What follows belongs to an exercise in optimizing a design on an open flow for small area; a production flow would make more cautious choices.
Only simulation tests tie the RTL to the original design; equivalence was not proved.
Power and IR drop assume default switching activity.

**design.v**
```verilog
`timescale 1 ns / 1 ps
module mac #(
  parameter IFMAP_BITWIDTH   = 16,
  parameter W_BITWIDTH   = 8,
  parameter OFMAP_BITWIDTH   = 32
)
(
  input  logic                                             clk,
  input  logic                                             rstn,
  input  logic                                             I_en,
  output logic                                             I_ready,
  input  logic [IFMAP_BITWIDTH-1:0]                        I_in,
  output logic [IFMAP_BITWIDTH-1:0]                        I_out,
  input  logic                                             W_en,
  output logic                                             W_ready,
  input  logic [W_BITWIDTH-1:0]                            W_in,
  output logic [W_BITWIDTH-1:0]                            W_out,
  input  logic [OFMAP_BITWIDTH-1:0]                        P_in,
  output logic [OFMAP_BITWIDTH-1:0]                        P_out
);
  always_ff @( posedge clk) begin
    if (!rstn) begin
      I_out       <= 0;
      I_ready     <= 0;
      W_out       <= 0;
      W_ready     <= 0;
      P_out       <= 0;
    end else begin
      if (W_en) begin
        W_out     <= W_in;
        W_ready   <= 1;
      end else begin
        W_ready   <= 0;
      end
      if (I_en) begin
        I_out     <= I_in;
        I_ready   <= 1;
        P_out     <= P_in + {{24{W_out[W_BITWIDTH-1]}}, W_out[W_BITWIDTH-1:0]} * {{16{I_in[IFMAP_BITWIDTH-1]}}, I_in[IFMAP_BITWIDTH-1:0]};
      end else begin
        I_ready   <= 0;
      end
    end
  end
endmodule
`timescale 1 ns / 1 ps
module MacArray
#(
    parameter MAC_ROW                                                   = 4,
    parameter MAC_COL                                                   = 4,
    parameter IFMAP_BITWIDTH                                            = 16,
    parameter W_BITWIDTH                                                = 8,
    parameter OFMAP_BITWIDTH                                            = 32
)
(
    input  logic                                                        clk,
    input  logic                                                        rstn,
    input  logic                                                        w_prefetch_in,
    input  logic                                                        w_enable_in,
    input  logic [MAC_COL-1:0][W_BITWIDTH-1:0]                          w_data_in,
    input  logic                                                        ifmap_start_in,
    input  logic [MAC_ROW-1:0]                                          ifmap_enable_in,
    input  logic [MAC_ROW-1:0][IFMAP_BITWIDTH-1:0]                      ifmap_data_in,
    output logic [MAC_COL-1:0]                                          ofmap_valid_out,
    output logic [MAC_COL-1:0][OFMAP_BITWIDTH-1:0]                      ofmap_data_out
);
    logic [MAC_COL-1:0][MAC_ROW-1:0]                                    mac_I_en;
    logic [MAC_COL-1:0][MAC_ROW-1:0]                                    mac_I_ready;
    logic [MAC_COL-1:0][MAC_ROW-1:0][IFMAP_BITWIDTH-1:0]                mac_I_in;
    logic [MAC_COL-1:0][MAC_ROW-1:0][IFMAP_BITWIDTH-1:0]                mac_I_out;
    logic [MAC_COL-1:0][MAC_ROW-1:0]                                    mac_W_en;
    logic [MAC_COL-1:0][MAC_ROW-1:0]                                    mac_W_ready;
    logic [MAC_COL-1:0][MAC_ROW-1:0][W_BITWIDTH-1:0]                    mac_W_in;
    logic [MAC_COL-1:0][MAC_ROW-1:0][W_BITWIDTH-1:0]                    mac_W_out;
    logic [MAC_COL-1:0][MAC_ROW-1:0][OFMAP_BITWIDTH-1:0]                mac_P_in;
    logic [MAC_COL-1:0][MAC_ROW-1:0][OFMAP_BITWIDTH-1:0]                mac_P_out;
    logic                                                               bias;  
    assign bias = 1'b0;
    genvar i, j;
    generate
        for (i = 0; i< MAC_COL; i = i+1) begin
            for (j=0; j< MAC_ROW; j = j+1) begin
                mac #(.IFMAP_BITWIDTH(IFMAP_BITWIDTH), .W_BITWIDTH(W_BITWIDTH), .OFMAP_BITWIDTH(OFMAP_BITWIDTH))
                mac_i_j ( .clk(clk), .rstn(rstn), .I_en(mac_I_en[i][j]),
                    .I_ready(mac_I_ready[i][j]), .I_in(mac_I_in[i][j]), .I_out(mac_I_out[i][j]),
                    .W_en(mac_W_en[i][j]), .W_ready(mac_W_ready[i][j]), .W_in(mac_W_in[i][j]),
                    .W_out(mac_W_out[i][j]), .P_in(mac_P_in[i][j]), .P_out(mac_P_out[i][j]));
            end
        end
    endgenerate
    integer r, c;
    always_comb begin
        for (r = 0; r < MAC_ROW; r = r+1) begin
            for (c = 0; c < MAC_COL; c = c+1) begin
                if (c == 0) begin
                    mac_I_en[c][r] = ifmap_enable_in[r];
                    mac_I_in[c][r] = ifmap_data_in[r];
                end else begin
                    mac_I_en[c][r] = mac_I_ready[c-1][r];
                    mac_I_in[c][r] = mac_I_out[c-1][r];
                end
                if (r == 0) begin
                    mac_W_en[c][r] = w_enable_in;
                    mac_W_in[c][r] = w_data_in[c];
                    mac_P_in[c][r] = bias;
                end else begin
                    mac_W_en[c][r] = w_enable_in & mac_W_ready[c][r-1];
                    mac_W_in[c][r] = mac_W_out[c][r-1];
                    mac_P_in[c][r] = mac_P_out[c][r-1];
                end
            end
        end
        for (c = 0; c < MAC_COL; c = c+1) begin
            ofmap_valid_out[c] = mac_I_ready[c][MAC_ROW-1];
            ofmap_data_out[c] = mac_P_out[c][MAC_ROW-1];
        end
    end
endmodule
```
**run.sh**
```bash
#!/bin/bash
# synth_recipe.tcl (not shown) runs the flow's synth.tcl, then flattens the netlist and writes it again
# the make line also repeats each setting of config.mk as NAME=value (left out here)
make -C /OpenROAD-flow-scripts/flow DESIGN_CONFIG=/design/flow/config.mk WORK_HOME=/design/flow/orfs CLKGATE_MAP_FILE= SYNTH_SCRIPT=/design/flow/synth_recipe.tcl finish
```
**config.mk**
```make
export PLATFORM = sky130hd
export DESIGN_NAME = MacArray
export DESIGN_NICKNAME = MacArray
export VERILOG_FILES = /design/flow/design.v
export SDC_FILE = /design/flow/constraint.sdc
export NUM_CORES = 4
export LEC_CHECK = 0
export CAP_MARGIN = 20
export CORE_MARGIN = 2
export CORE_UTILIZATION = 40
export SLEW_MARGIN = 20
```
**constraint.sdc**
```tcl
create_clock -name core_clock -period 10.0 [get_ports {clk}]
set_input_delay 2.0000 -clock core_clock [delete_from_list [all_inputs] [get_ports {clk}]]
set_output_delay 2.0000 -clock core_clock [all_outputs]
set_load 0.01 [all_outputs]
```
==> notes.md <==
[worst max-delay path by stage]
stage / slack, ns / cells after the start / startpoint / to
6_report: 0.90 / 31 / ifmap_data_in[35] / genblk1[0].genblk1[2].mac_i_j.P_out[31]
5_1_grt: 0.32 / 31 / ifmap_data_in[35] / genblk1[0].genblk1[2].mac_i_j.P_out[31]
4_1_cts: 1.02 / 31 / ifmap_data_in[35] / genblk1[0].genblk1[2].mac_i_j.P_out[31]
3_5_place_dp: 0.20 / 31 / ifmap_data_in[35] / genblk1[0].genblk1[2].mac_i_j.P_out[31]
3_3_place_gp: 0.20 / 31 / ifmap_data_in[35] / genblk1[0].genblk1[2].mac_i_j.P_out[31]
2_1_floorplan: 1.77 / 28 / ifmap_data_in[38] / genblk1[0].genblk1[2].mac_i_j.P_out[31]
[kinds of logic after synthesis]
logic type                 after synthesis  share of synthesized area, %
and+or+nand+nor                       4156                          18.0
xor gates and xnor gates               625                          4.79
muxes                                  530                          4.59
adders and majority gates             2740                          40.5
buffers and inverters                 2712                          8.83
DFF                                    816                          14.1
AOI/OAI and AO/OA                     1667                          9.21
[power by group through the flow]
stage / logic (mW) / clock network, mW / registers [mW]
floorplan: 1.05 / 0 / 3.48
global placement: 1.40 / 0 / 3.63
detailed placement: 1.42 / 0 / 3.63
CTS: 1.43 / 4.39 / 3.56
global route: 1.60 / 4.51 / 3.57
finish: 1.42 / 4.27 / 3.56
[per-stage QoR]
step | worst slack, ns | instance area (sq um) | hold slack, ns | total power [mW]
after CTS | 1.02 | 125000 | 0.455 | 9.38
final | 0.895 | 125000 | 0.454 | 9.25
after detailed placement | 0.203 | 121000 | 0.448 | 5.05
after global placement | 0.202 | 121000 | 0.444 | 5.03
after global routing | 0.319 | 125000 | 0.482 | 9.69
after floorplan | 1.77 | 115000 | 0.434 | 4.53
[critical path, delay by kind of cell]
family,cells,cell delay (ns)
compound gates,15,3.39
xor+xnor,2,0.28
fa+ha+maj,6,2.38
buf+inv,5,1.22
simple gates,3,0.53
[cell usage after synthesis (15+ instances only)]
cell type / count
a211oi_1: 89
nand2b_1: 155
a21boi_0: 31
nor3_1: 118
a31oi_1: 57
o21bai_1: 84
dfxtp_1: 816
and2_1: 1394
o21a_1: 79
clkbuf_1: 395
nand2_1: 891
o21ai_0: 299
xnor2_1: 488
ha_1: 1080
or2_2: 23
nand3_1: 128
mux2i_1: 529
inv_1: 2251
xor2_1: 133
o41ai_1: 15
o211ai_1: 33
fa_1: 1660
and3_1: 54
o31ai_1: 28
a21o_1: 199
nand4_1: 32
a21oi_1: 569
nor2_1: 1144
or3_1: 50
nand3b_1: 31
buf_1: 58
nor2b_1: 83
[sequential cells by signal (all words and copies together), names as in the netlist]
name / cells
genblk1.genblk1.mac_i_j.I_out: 192
genblk1.genblk1.mac_i_j.W_out: 128
genblk1.genblk1.mac_i_j.P_out: 480
genblk1.genblk1.mac_i_j.W_ready: 3
genblk1.genblk1.mac_i_j.I_ready: 13
[layout make-up]
type | count | area, sq um
fill | 28500 | 162000
multi-input combinational | 9718 | 89000
sequential | 816 | 16400
inverter | 2253 | 8460
tap | 3781 | 4730
clock buffer | 141 | 3080
timing repair buffer | 319 | 2960
clock inverter | 57 | 785
antenna | 10 | 25.0
[routing by layer]
metal / wire, um / GRT usage, % / vias to the layer above / share of wire [%]
met1: 141000 / 28.8 / 42300 / 49
met3: 13900 / 2.70 / 298 / 4.8
met4: 5220 / 4.01 / 32 / 1.8
li1: - / - / 41800 / -
met5: 210 / 0 / - / 0.073
met2: 128000 / 31.2 / 1305 / 44
==> impl_results.md <==
* Synthesis Warnings at 2
* Area of the mapped netlist at 115000 sq um
* Reg power frac at 38.5%
* Gate power share at 15.3%
* Status: finished clean
* Die Y-Extent at 541 um
* Post-placement cell count at 16900
* CTS tree: yes
* Post-synth EDFFs at 0
* Die Area at 293000 sq um
* Min-Delay Path Class: reg -> reg
* Clk_skew at 0.0832 ns
* Vias in the first global route at 85600
* DRC at 0
* Layout cells sized above 1 at 2.59%
* Leak pwr at 61.6 nW
* First-pass GRT wire length at 469000 um
* CP Data Required Time at 10.69 ns
* Worst hold start: genblk1[2].genblk1[1].mac_i_j.W_out[2]
* Worst-path fanout max at 9
* Worst Path Class, Setup: in -> reg
* Worst path slowest cell: clkdlybuf4s50_1
* R2R Path Start: genblk1[3].genblk1[3].mac_i_j.W_out[3]
* Hold EP: genblk1[2].genblk1[1].mac_i_j.W_out[2]
* Post CTS Setup Buffer Count at 0
* Clk Latency, worst-skew pair at 0.88 ns
* Routed Antenna Nets at 0
* Maxcap violations at 0
* Yosys reg bits at 816
* Worst Reg-to-Reg Cells at 26
* Critical Path Sink Type: register
* Fin cells at 17100
* Root Driver: clkbuf_16
* Initial Utilization at 40.2%
* Nets@finish at 16100
* NetSw at 2.72 mW
* FMAX at 0.110 GHz
* GRT Util Overall at 19.8%
* Cell Rows at 197
* Area grow syn2layout at 8.55%
* Seq/Total Area, Yosys at 14.1%
* Post-layout util at 43.6%
* Routed WL at 288000 um
* Port buffer count at 234
* Post-synth top area cell: fa_1
* CTS buffer count at 110
* Final setup fails at 0
* Mapped Avg Cell Area at 8.72 sq um
* Vias at 85700
* Register-to-register setup slack at 1.79 ns
* Routed len/inst at 16.9 um
* P_int at 6.53 mW
* Net Sw Frac at 29.4%
* Synth top area share at 28.8%
* Maximum VDD drop at 0.000169 V
* Clock network power share at 46.2%
* DRT Pass-1 Iters at 5
* TNS Setup at 0 ns
* Number of clock sinks at 816
* Final hold viol count at 0
* Async set-reset flop share out of synthesis at 0%
* Slew Viols, Final at 0
* GRT overflow at 0
* CTS max path bufs at 4
* GP Congestion at 0.864
* Drt initial violations at 4748
* Slew headroom at 22.1%
* Worst-path clk slew at 0.06 ns
* H-tree depth at 3
* WHS Path Cells at 2
* Top FF cell, synth: dfxtp_1
* Period minus WS final at 9.10 ns
* Vias/cell at 5.01
* Critical path arrival at 9.79 ns
* Commonest non-fill, non-tap cell in the layout: inv_1
* Setup repair after global routing missed its margin: no
* Worst Setup Start Kind: primary input
* Mapped Nets at 16100
* Post-detail-place hpwl at 233000 um
* Post-cts hold buffer count at 0
* Post-Synthesis Cells at 13200
* Slew @ Worst Pin at 1.16 ns
* Synth cell types at 89
* Largest cells by area after synthesis: fa_1 29%, dfxtp_1 14%, ha_1 12%, and2_1 7.6%, inv_1 7.3%
* PD cells at 73.8 nW/um^2
* I/O Pins at 237
* Cts repair resizes at 0
* Core area at 288000 sq um
* Delay of the slowest cell on the worst path at 0.81 ns
* Commonest non-fill, non-tap cells in the layout: 2250 x inv_1, 1660 x fa_1, 1393 x and2_1
* R2R Path End: genblk1[3].genblk1[3].mac_i_j.P_out[31]
* DIE WIDTH at 541 um
* Initial antenna violation count at 30
* Largest net degree at the start of global routing at 84
* Final worst-path cycle share at 91.0%

static timing again, ports no longer ideal:
How much do the figures lean on ideal ports? The routed layout below was timed once more, with nothing changed but the port constraints.
Step 1, drivers: a clkbuf_16 drives clk and a buf_2 each remaining input, both assumed.
Step 2 adds t to the input delays and takes it off the output delays; t is the mean of the earliest and latest rising clock arrival at the registers after step 1. Input paths then give back, and output paths get back, about the clock's delay inside the block.
Three values: no drivers, after step 1, after step 2; two values: the first two.
t (ns): 0.946
setup slack, ns: 0.895 / 0.977 / 0.031
worst setup path after step 2: input to register
cell pins on the clock port's net: 1
After both steps this run still meets setup and hold. For this run, drivers alone change the setup slack by +0.082 ns; drivers and shift together by -0.864 ns.
